Background: an optimization exercise with open tools, aiming at small area and a short achievable clock period. Do not read the settings as production practice. Where RTL was checked, it was by simulation tests only, not by an equivalence proof against the original. Power and IR drop assume default switching activity.

== the previous run ==
==> module Logic_Unit, before the edit <==
module Logic_Unit(
input    wire     [15:0]    A,B,
input    wire     [1:0]     FUN,
output   wire     [15:0]    Logic_C
);
wire [15:0] r = FUN[0] ? (A | B) : (A & B);
assign Logic_C = r ^ {16{FUN[1]}};
endmodule
==> module Shift_Unit, before the edit <==
module Shift_Unit(
input    wire     [15:0]     A,B,
input    wire     [1:0]      FUN,
output   wire     [15:0]     Shift_C
);
wire [15:0] v = FUN[1] ? B : A;
assign Shift_C = FUN[0] ? {v[14:0], 1'b0} : {1'b0, v[15:1]};
endmodule
==> module ALU_TOP, before the edit <==
module ALU_TOP(
input    wire     [15:0]     A,B,
input    wire     [3:0]      ALU_FUN,
input    wire                clk,
input    wire                RST,
output   wire      [15:0]    Arith_OUT,Logic_OUT,CMP_OUT,Shift_OUT,
output   wire                Carry_OUT,
output   wire                Arith_Flag,Logic_Flag,CMP_Flag,Shift_Flag
);
localparam M = 7;       
localparam TOPO = 0;    
wire is_mul = (ALU_FUN == 4'b0010);
wire is_div = (ALU_FUN == 4'b0011);
wire is_add = (ALU_FUN == 4'b0000);
wire is_sub = (ALU_FUN == 4'b0001);
wire is_logic = (ALU_FUN[3:2] == 2'b01);
wire is_shift = (ALU_FUN[3:2] == 2'b11);
wire [15:0] logic_c, shift_c;
Logic_Unit U_logic (.A(A), .B(B), .FUN(ALU_FUN[1:0]), .Logic_C(logic_c));
Shift_Unit U_Shift (.A(A), .B(B), .FUN(ALU_FUN[1:0]), .Shift_C(shift_c));
wire [15:0] x_in [16:M];
assign x_in[16] = is_mul ? 16'b0 : is_logic ? logic_c : is_shift ? shift_c : A;
wire [15:M] q_hi;
genvar i;
generate
for (i = 15; i >= M; i = i - 1) begin : g_row_in
  wire [15-i:0] y = is_mul ? (A[15-i:0] & {(16-i){B[i]}}) : ~B[15-i:0];
  wire          bz = ~|B[15:16-i];
  wire          cout;
  wire [15-i:0] s;
  Arithmetic_Unit #(.W(16-i), .TOPO(TOPO)) U_row (.X(x_in[i+1][15:i]), .Y(y), .CI(~is_mul), .S(s), .CO(cout), .PP());
  assign q_hi[i] = cout & bz;
  wire take = is_mul | (is_div & q_hi[i]);
  assign x_in[i] = {take ? s : x_in[i+1][15:i], x_in[i+1][i-1:0]};
end
endgenerate
reg [15:0]   X_r, Y_r;
reg [15:M]   Q_r;
reg [M-1:0]  G_r;
reg [3:0]    fun_r;
reg          mul_r, div_r, add_r, as_r, ci_r;
reg          vld_r;
always @(posedge clk or negedge RST)
begin
  if (!RST)
    vld_r <= 1'b0;
  else
    vld_r <= 1'b1;
end
always @(posedge clk)
begin
  X_r   <= x_in[M];
  Y_r   <= is_mul ? A : is_add ? B : ~B;
  Q_r   <= q_hi;
  G_r   <= is_mul ? B[M-1:0] : {M{1'b1}};
  fun_r <= ALU_FUN;
  mul_r <= is_mul;
  div_r <= is_div;
  add_r <= is_add;
  as_r  <= is_add | is_sub;
  ci_r  <= ~is_mul & ~is_add;
end
wire arith_en, logic_en, cmp_en, shift_en;
Decoder U_Decoder (.ALU_FUN(fun_r), .VLD(vld_r),
  .Arith_EN(arith_en), .Logic_EN(logic_en), .CMP_EN(cmp_en), .Shift_EN(shift_en));
wire [15:0] x_out [M:0];
assign x_out[M] = X_r;
wire [M-1:0] q_lo;
wire         co0;
wire         eq0;
generate
for (i = M-1; i >= 0; i = i - 1) begin : g_row_out
  wire [15-i:0] y = Y_r[15-i:0] & {(16-i){G_r[i]}};
  wire          bz;
  if (i == 0) begin : g_bz0
    assign bz = 1'b1;
  end else begin : g_bz
    assign bz = ~|(~Y_r[15:16-i]);
  end
  wire          cout, pp;
  wire [15-i:0] s;
  Arithmetic_Unit #(.W(16-i), .TOPO(TOPO)) U_row (.X(x_out[i+1][15:i]), .Y(y), .CI(ci_r), .S(s), .CO(cout), .PP(pp));
  assign q_lo[i] = cout & bz;
  if (i == 0) begin : g_x0
    wire take = mul_r | as_r;
    assign x_out[i] = take ? s : x_out[i+1];
    assign eq0 = pp;
    assign co0 = cout;
  end else begin : g_x
    wire take = mul_r | (div_r & q_lo[i]);
    assign x_out[i] = {take ? s : x_out[i+1][15:i], x_out[i+1][i-1:0]};
  end
end
endgenerate
wire [15:0] quot = {Q_r, q_lo};
assign Arith_OUT  = {16{arith_en}} & (div_r ? quot : x_out[0]);
assign Carry_OUT  = arith_en & add_r & co0;
assign Arith_Flag = arith_en;
CMP_Unit U_CMP (.GE(co0), .EQ(eq0), .FUN(fun_r[1:0]), .CMP_EN(cmp_en),
  .CMP_OUT(CMP_OUT), .CMP_Flag(CMP_Flag));
assign Logic_OUT  = {16{logic_en}} & X_r;
assign Logic_Flag = logic_en;
assign Shift_OUT  = {16{shift_en}} & X_r;
assign Shift_Flag = shift_en;
endmodule
Settings: LEC_CHECK=0, ABC_AREA=1, CAP_MARGIN=20, CORE_MARGIN=2, CORE_UTILIZATION=40, SLEW_MARGIN=20; clock period 32.0 ns.
standard.sh (not shown) runs the stock make flow with config.mk's settings and CLKGATE_MAP_FILE= SYNTH_SCRIPT=/design/flow/synth_recipe.tcl, a recipe that flattens the netlist after the stock synthesis.
==> flow/flow/run.sh <==
#!/bin/bash
# Standard layout, with timing repair aiming for a larger setup margin.
set -euo pipefail
bash standard.sh SETUP_SLACK_MARGIN=12 finish > flow.log 2>&1
The previous run did not stop at any stage, and its layout met the timing, DRC and antenna checks.
The following lists how the current run was set up differently from the previous run:
-- flow/design.v --
<<< the previous run, line 89
endmodule
module Logic_Unit(
input    wire     [15:0]    A,B,
input    wire     [1:0]     FUN,
output   wire     [15:0]    Logic_C
);
wire [15:0] r = FUN[0] ? (A | B) : (A & B);
assign Logic_C = r ^ {16{FUN[1]}};
endmodule
module CMP_Unit(
>>> the current run, line 89
endmodule
module Logic_Unit(
input    wire     [15:0]    A,NB,
input    wire     [1:0]     FUN,
input    wire               Logic_EN,
output   wire     [15:0]    Logic_OUT,
output   wire               Logic_Flag
);
wire [15:0] B = ~NB;
wire [15:0] r = FUN[0] ? (A | B) : (A & B);
assign Logic_OUT  = {16{Logic_EN}} & (r ^ {16{FUN[1]}});
assign Logic_Flag = Logic_EN;
endmodule
module CMP_Unit(
<<< the previous run, line 119
endmodule
module Shift_Unit(
input    wire     [15:0]     A,B,
input    wire     [1:0]      FUN,
output   wire     [15:0]     Shift_C
);
wire [15:0] v = FUN[1] ? B : A;
assign Shift_C = FUN[0] ? {v[14:0], 1'b0} : {1'b0, v[15:1]};
endmodule
module ALU_TOP(
>>> the current run, line 123
endmodule
module Shift_Unit(
input    wire     [15:0]     A,NB,
input    wire     [1:0]      FUN,
input    wire                Shift_EN,
output   wire     [15:0]     Shift_OUT,
output   wire                Shift_Flag
);
wire [15:0] v = FUN[1] ? ~NB : A;
assign Shift_OUT  = {16{Shift_EN}} & (FUN[0] ? {v[14:0], 1'b0} : {1'b0, v[15:1]});
assign Shift_Flag = Shift_EN;
endmodule
module ALU_TOP(
<<< the previous run, line 141
wire is_add = (ALU_FUN == 4'b0000);
wire is_sub = (ALU_FUN == 4'b0001);
wire is_logic = (ALU_FUN[3:2] == 2'b01);
wire is_shift = (ALU_FUN[3:2] == 2'b11);
wire [15:0] logic_c, shift_c;
Logic_Unit U_logic (.A(A), .B(B), .FUN(ALU_FUN[1:0]), .Logic_C(logic_c));
Shift_Unit U_Shift (.A(A), .B(B), .FUN(ALU_FUN[1:0]), .Shift_C(shift_c));
wire [15:0] x_in [16:M];
assign x_in[16] = is_mul ? 16'b0 : is_logic ? logic_c : is_shift ? shift_c : A;
wire [15:M] q_hi;
genvar i;
>>> the current run, line 148
wire is_add = (ALU_FUN == 4'b0000);
wire is_sub = (ALU_FUN == 4'b0001);
wire [15:0] x_in [16:M];
assign x_in[16] = is_mul ? 16'b0 : A;
wire [15:M] q_hi;
genvar i;
<<< the previous run, line 226
CMP_Unit U_CMP (.GE(co0), .EQ(eq0), .FUN(fun_r[1:0]), .CMP_EN(cmp_en),
  .CMP_OUT(CMP_OUT), .CMP_Flag(CMP_Flag));
assign Logic_OUT  = {16{logic_en}} & X_r;
assign Logic_Flag = logic_en;
assign Shift_OUT  = {16{shift_en}} & X_r;
assign Shift_Flag = shift_en;
endmodule
>>> the current run, line 228
CMP_Unit U_CMP (.GE(co0), .EQ(eq0), .FUN(fun_r[1:0]), .CMP_EN(cmp_en),
  .CMP_OUT(CMP_OUT), .CMP_Flag(CMP_Flag));
Logic_Unit U_logic (.A(X_r), .NB(Y_r), .FUN(fun_r[1:0]), .Logic_EN(logic_en),
  .Logic_OUT(Logic_OUT), .Logic_Flag(Logic_Flag));
Shift_Unit U_Shift (.A(X_r), .NB(Y_r), .FUN(fun_r[1:0]), .Shift_EN(shift_en),
  .Shift_OUT(Shift_OUT), .Shift_Flag(Shift_Flag));
endmodule
==> results.txt <==
The current run reached the end of the flow, and the finished layout is clean on the timing, DRC and antenna checks.
The previous run | status: complete | timing, DRC, antenna: pass
Combinational power shrinks by more than 10% when moving from the previous run to the current run.
Compared with the previous run, the current run ends up with a smaller final cell area.
Compared to the previous run, the router laid down less metal wire for the current run.
The current run against the previous run: hold buffer count at CTS now sits at about the same level; switching power as a share of total power lost 2.8 points.
Across both runs, power was lower for the current run than for the previous run.
Number of clock buffer instances in the layout (lower): the current run
| initial core utilization | the current run vs the previous run | ≈ equal |
The RTL of the previous run was laid out without a check of its function.

== alpha ==
The RTL this note starts from:
==> flow/design.v <==
module Decoder(
input       wire    [3:0]     ALU_FUN,
input       wire              VLD,
output      wire              Arith_EN,Logic_EN,CMP_EN,Shift_EN
);
assign Arith_EN = VLD & (ALU_FUN[3:2] == 2'b00);
assign Logic_EN = VLD & (ALU_FUN[3:2] == 2'b01);
assign CMP_EN   = VLD & (ALU_FUN[3:2] == 2'b10);
assign Shift_EN = VLD & (ALU_FUN[3:2] == 2'b11);
endmodule
module Arithmetic_Unit #(parameter W = 16, parameter TOPO = 0) (
input    wire     [W-1:0]   X,Y,
input    wire               CI,
output   wire     [W-1:0]   S,
output   wire               CO,
output   wire               PP
);
localparam L = (W <= 2) ? 1 : (W <= 4) ? 2 : (W <= 8) ? 3 : 4;
wire [W-1:0] p0 = X ^ Y;
wire [W:0]   c;
genvar l, j;
generate
if (TOPO == 3) begin : g_plain
  assign {c[W], S} = {1'b0, X} + {1'b0, Y} + {{W{1'b0}}, CI};
end else if (TOPO == 2) begin : g_bk
  wire [W-1:0] g [0:2*L];
  wire [W-1:0] p [0:2*L];
  assign g[0] = (X & Y) | {{(W-1){1'b0}}, p0[0] & CI};
  assign p[0] = p0;
  for (l = 0; l < L; l = l + 1) begin : g_up
    for (j = 0; j < W; j = j + 1) begin : g_bit
      if (((j + 1) % (1 << (l + 1))) == 0) begin : g_op
        assign g[l+1][j] = g[l][j] | (p[l][j] & g[l][j - (1 << l)]);
        assign p[l+1][j] = p[l][j] & p[l][j - (1 << l)];
      end else begin : g_cp
        assign g[l+1][j] = g[l][j];
        assign p[l+1][j] = p[l][j];
      end
    end
  end
  for (l = L - 1; l >= 0; l = l - 1) begin : g_dn
    for (j = 0; j < W; j = j + 1) begin : g_bit
      if ((((j + 1) % (1 << (l + 1))) == (1 << l)) && (j >= (1 << (l + 1)))) begin : g_op
        assign g[2*L-l][j] = g[2*L-l-1][j] | (p[2*L-l-1][j] & g[2*L-l-1][j - (1 << l)]);
        assign p[2*L-l][j] = p[2*L-l-1][j] & p[2*L-l-1][j - (1 << l)];
      end else begin : g_cp
        assign g[2*L-l][j] = g[2*L-l-1][j];
        assign p[2*L-l][j] = p[2*L-l-1][j];
      end
    end
  end
  assign c = {g[2*L], CI};
end else begin : g_pp
  wire [W-1:0] g [0:L];
  wire [W-1:0] p [0:L];
  assign g[0] = (X & Y) | {{(W-1){1'b0}}, p0[0] & CI};
  assign p[0] = p0;
  for (l = 0; l < L; l = l + 1) begin : g_lvl
    for (j = 0; j < W; j = j + 1) begin : g_bit
      if (TOPO == 1) begin : g_ks
        if (j >= (1 << l)) begin : g_op
          assign g[l+1][j] = g[l][j] | (p[l][j] & g[l][j - (1 << l)]);
          assign p[l+1][j] = p[l][j] & p[l][j - (1 << l)];
        end else begin : g_cp
          assign g[l+1][j] = g[l][j];
          assign p[l+1][j] = p[l][j];
        end
      end else begin : g_sk
        if ((j >> l) & 1) begin : g_op
          assign g[l+1][j] = g[l][j] | (p[l][j] & g[l][((j >> l) << l) - 1]);
          assign p[l+1][j] = p[l][j] & p[l][((j >> l) << l) - 1];
        end else begin : g_cp
          assign g[l+1][j] = g[l][j];
          assign p[l+1][j] = p[l][j];
        end
      end
    end
  end
  assign c = {g[L], CI};
end
endgenerate
generate
if (TOPO != 3) begin : g_sum
  assign S = p0 ^ c[W-1:0];
end
endgenerate
assign CO = c[W];
assign PP = &p0;
endmodule
module Logic_Unit(
input    wire     [15:0]    A,NB,
input    wire     [1:0]     FUN,
input    wire               Logic_EN,
output   wire     [15:0]    Logic_OUT,
output   wire               Logic_Flag
);
wire [15:0] B = ~NB;
wire [15:0] r = FUN[0] ? (A | B) : (A & B);
assign Logic_OUT  = {16{Logic_EN}} & (r ^ {16{FUN[1]}});
assign Logic_Flag = Logic_EN;
endmodule
module CMP_Unit(
input    wire                GE,
input    wire                EQ,
input    wire     [1:0]      FUN,
input    wire                CMP_EN,
output   wire     [15:0]     CMP_OUT,
output   wire                CMP_Flag
);
wire eq = EQ;
reg  r;
always @(*)
begin
  case (FUN)
    2'b00: r = 1'b0;
    2'b01: r = eq;
    2'b10: r = GE & ~eq;
    2'b11: r = ~GE;
  endcase
end
assign CMP_OUT  = {15'b0, CMP_EN & r};
assign CMP_Flag = CMP_EN;
endmodule
module Shift_Unit(
input    wire     [15:0]     A,NB,
input    wire     [1:0]      FUN,
input    wire                Shift_EN,
output   wire     [15:0]     Shift_OUT,
output   wire                Shift_Flag
);
wire [15:0] v = FUN[1] ? ~NB : A;
assign Shift_OUT  = {16{Shift_EN}} & (FUN[0] ? {v[14:0], 1'b0} : {1'b0, v[15:1]});
assign Shift_Flag = Shift_EN;
endmodule
module ALU_TOP(
input    wire     [15:0]     A,B,
input    wire     [3:0]      ALU_FUN,
input    wire                clk,
input    wire                RST,
output   wire      [15:0]    Arith_OUT,Logic_OUT,CMP_OUT,Shift_OUT,
output   wire                Carry_OUT,
output   wire                Arith_Flag,Logic_Flag,CMP_Flag,Shift_Flag
);
localparam M = 6;       
localparam TOPO = 2;    
wire is_mul = (ALU_FUN == 4'b0010);
wire is_div = (ALU_FUN == 4'b0011);
wire is_add = (ALU_FUN == 4'b0000);
wire is_sub = (ALU_FUN == 4'b0001);
wire [15:0] x_in [16:M];
assign x_in[16] = is_mul ? 16'b0 : A;
wire [15:M] q_hi;
genvar i;
generate
for (i = 15; i >= M; i = i - 1) begin : g_row_in
  wire [15-i:0] y = is_mul ? (A[15-i:0] & {(16-i){B[i]}}) : ~B[15-i:0];
  wire          bz = ~|B[15:16-i];
  wire          cout;
  wire [15-i:0] s;
  Arithmetic_Unit #(.W(16-i), .TOPO(TOPO)) U_row (.X(x_in[i+1][15:i]), .Y(y), .CI(~is_mul), .S(s), .CO(cout), .PP());
  assign q_hi[i] = cout & bz;
  wire take = is_mul | (is_div & q_hi[i]);
  assign x_in[i] = {take ? s : x_in[i+1][15:i], x_in[i+1][i-1:0]};
end
endgenerate
reg [15:0]   X_r, Y_r;
reg [15:M]   Q_r;
reg [M-1:0]  G_r;
reg [3:0]    fun_r;
reg          mul_r, div_r, add_r, as_r, ci_r;
reg          vld_r;
always @(posedge clk or negedge RST)
begin
  if (!RST)
    vld_r <= 1'b0;
  else
    vld_r <= 1'b1;
end
always @(posedge clk)
begin
  X_r   <= x_in[M];
  Y_r   <= is_mul ? A : is_add ? B : ~B;
  Q_r   <= q_hi;
  G_r   <= is_mul ? B[M-1:0] : {M{1'b1}};
  fun_r <= ALU_FUN;
  mul_r <= is_mul;
  div_r <= is_div;
  add_r <= is_add;
  as_r  <= is_add | is_sub;
  ci_r  <= ~is_mul & ~is_add;
end
wire arith_en, logic_en, cmp_en, shift_en;
Decoder U_Decoder (.ALU_FUN(fun_r), .VLD(vld_r),
  .Arith_EN(arith_en), .Logic_EN(logic_en), .CMP_EN(cmp_en), .Shift_EN(shift_en));
wire [15:0] x_out [M:0];
assign x_out[M] = X_r;
wire [M-1:0] q_lo;
wire         co0;
wire         eq0;
generate
for (i = M-1; i >= 0; i = i - 1) begin : g_row_out
  wire [15-i:0] y = Y_r[15-i:0] & {(16-i){G_r[i]}};
  wire          bz;
  if (i == 0) begin : g_bz0
    assign bz = 1'b1;
  end else begin : g_bz
    assign bz = ~|(~Y_r[15:16-i]);
  end
  wire          cout, pp;
  wire [15-i:0] s;
  Arithmetic_Unit #(.W(16-i), .TOPO(TOPO)) U_row (.X(x_out[i+1][15:i]), .Y(y), .CI(ci_r), .S(s), .CO(cout), .PP(pp));
  assign q_lo[i] = cout & bz;
  if (i == 0) begin : g_x0
    wire take = mul_r | as_r;
    assign x_out[i] = take ? s : x_out[i+1];
    assign eq0 = pp;
    assign co0 = cout;
  end else begin : g_x
    wire take = mul_r | (div_r & q_lo[i]);
    assign x_out[i] = {take ? s : x_out[i+1][15:i], x_out[i+1][i-1:0]};
  end
end
endgenerate
wire [15:0] quot = {Q_r, q_lo};
assign Arith_OUT  = {16{arith_en}} & (div_r ? quot : x_out[0]);
assign Carry_OUT  = arith_en & add_r & co0;
assign Arith_Flag = arith_en;
CMP_Unit U_CMP (.GE(co0), .EQ(eq0), .FUN(fun_r[1:0]), .CMP_EN(cmp_en),
  .CMP_OUT(CMP_OUT), .CMP_Flag(CMP_Flag));
Logic_Unit U_logic (.A(X_r), .NB(Y_r), .FUN(fun_r[1:0]), .Logic_EN(logic_en),
  .Logic_OUT(Logic_OUT), .Logic_Flag(Logic_Flag));
Shift_Unit U_Shift (.A(X_r), .NB(Y_r), .FUN(fun_r[1:0]), .Shift_EN(shift_en),
  .Shift_OUT(Shift_OUT), .Shift_Flag(Shift_Flag));
endmodule
==> flow/config.mk <==
export PLATFORM = sky130hd
export DESIGN_NAME = ALU_TOP
export DESIGN_NICKNAME = ALU_TOP
export VERILOG_FILES = /design/flow/design.v
export SDC_FILE = /design/flow/constraint.sdc
export NUM_CORES = 4
export LEC_CHECK = 0
export ABC_AREA = 1
export CAP_MARGIN = 20
export CORE_MARGIN = 2
export CORE_UTILIZATION = 60
export SLEW_MARGIN = 20
==> flow/constraint.sdc <==
create_clock -name core_clock -period 32.0 [get_ports {clk}]
set_input_delay 6.4000 -clock core_clock [delete_from_list [all_inputs] [get_ports {clk}]]
set_output_delay 6.4000 -clock core_clock [all_outputs]
set_load 0.01 [all_outputs]
==> flow/flow/run.sh <==
#!/bin/bash
# The standard layout (standard.sh), with these settings changed:
#   ADDER_MAP_FILE empty: synthesis does not extract full/half adder cells
#   SETUP_SLACK_MARGIN: timing repair aims for this much setup slack
#   BUFFER_PORTS_ARGS: the port buffers are the smallest buffer cell
set -euo pipefail
bash standard.sh ADDER_MAP_FILE= SETUP_SLACK_MARGIN=14 "BUFFER_PORTS_ARGS=-buffer_cell sky130_fd_sc_hd__buf_1" finish > flow.log 2>&1
diff inputs: alpha => beta
--- a/flow/design.v
+++ b/flow/design.v
@@ -142,6 +142,6 @@
 output   wire                Arith_Flag,Logic_Flag,CMP_Flag,Shift_Flag
 );
-localparam M = 6;       
-localparam TOPO = 2;    
+localparam M = 7;       
+localparam TOPO = 0;    
 wire is_mul = (ALU_FUN == 4'b0010);
 wire is_div = (ALU_FUN == 4'b0011);
Findings:
- Going from alpha to beta, the minimum clock period after layout was found to have gone down by 0.022 ns.
- Re last weighted congestion value of the routability-driven placer: beta and alpha aren't equal, and the lower value belongs to beta.
- On detailed-route wire length on metal 1: beta sits above alpha.
- Re transition time at the pin with the least slew margin: alpha was lower than beta.
- Diff alpha -> beta: post-route worst hold slack did not really move; internal power went up; total number of vias went up; maximum number of buffers from clock root to sink did not really move.
- Taking alpha as the reference, in beta total power went up by about 9%; number of standard cells after synthesis saw an increase.
- beta vs alpha: xor and xnor fraction of the mapped netlist area down
- Diff alpha -> beta: die area grew by 3100 µm², core utilization of the finished layout shrank by 2.9 points.

## what the ideal ports hide
How much do the figures lean on ideal ports? The routed layouts below were timed once more, with nothing changed but the port constraints.
Step 1, drivers: a clkbuf_16 drives clk and a buf_2 each remaining input, both assumed.
Step 2 adds t to the input delays and takes it off the output delays; t is the mean of the earliest and latest rising clock arrival at the registers after step 1. Input paths then give back, and output paths get back, about the clock's delay inside the block.
Slacks: ideal / step 1 / step 2; pairs: ideal / step 1.
run | t (ns) | setup slack, ns | worst hold slack (ns) | worst slew at a driven data input, ns | cell pins on the clock port's net
the previous run | 0.363 | 12.446 / 12.467 / 12.104 | 6.212 / 6.211 / 6.574 | 0.04 | 1
the current run | 0.369 | 12.485 / 12.509 / 12.140 | 6.202 / 6.202 / 6.571 | 0.04 | 1
alpha | 0.369 | 14.818 / 14.777 / 14.712 | 5.819 / 5.802 / 6.171 | 0.04 | 1
beta | 0.375 | 14.840 / 14.795 / 15.157 | 5.817 / 5.796 / 6.171 | 0.05 | 1
After both steps every run listed still meets setup and hold. The setup slack of the current run, which loses most, moves by +0.024 ns with the drivers and by -0.345 ns with both steps.
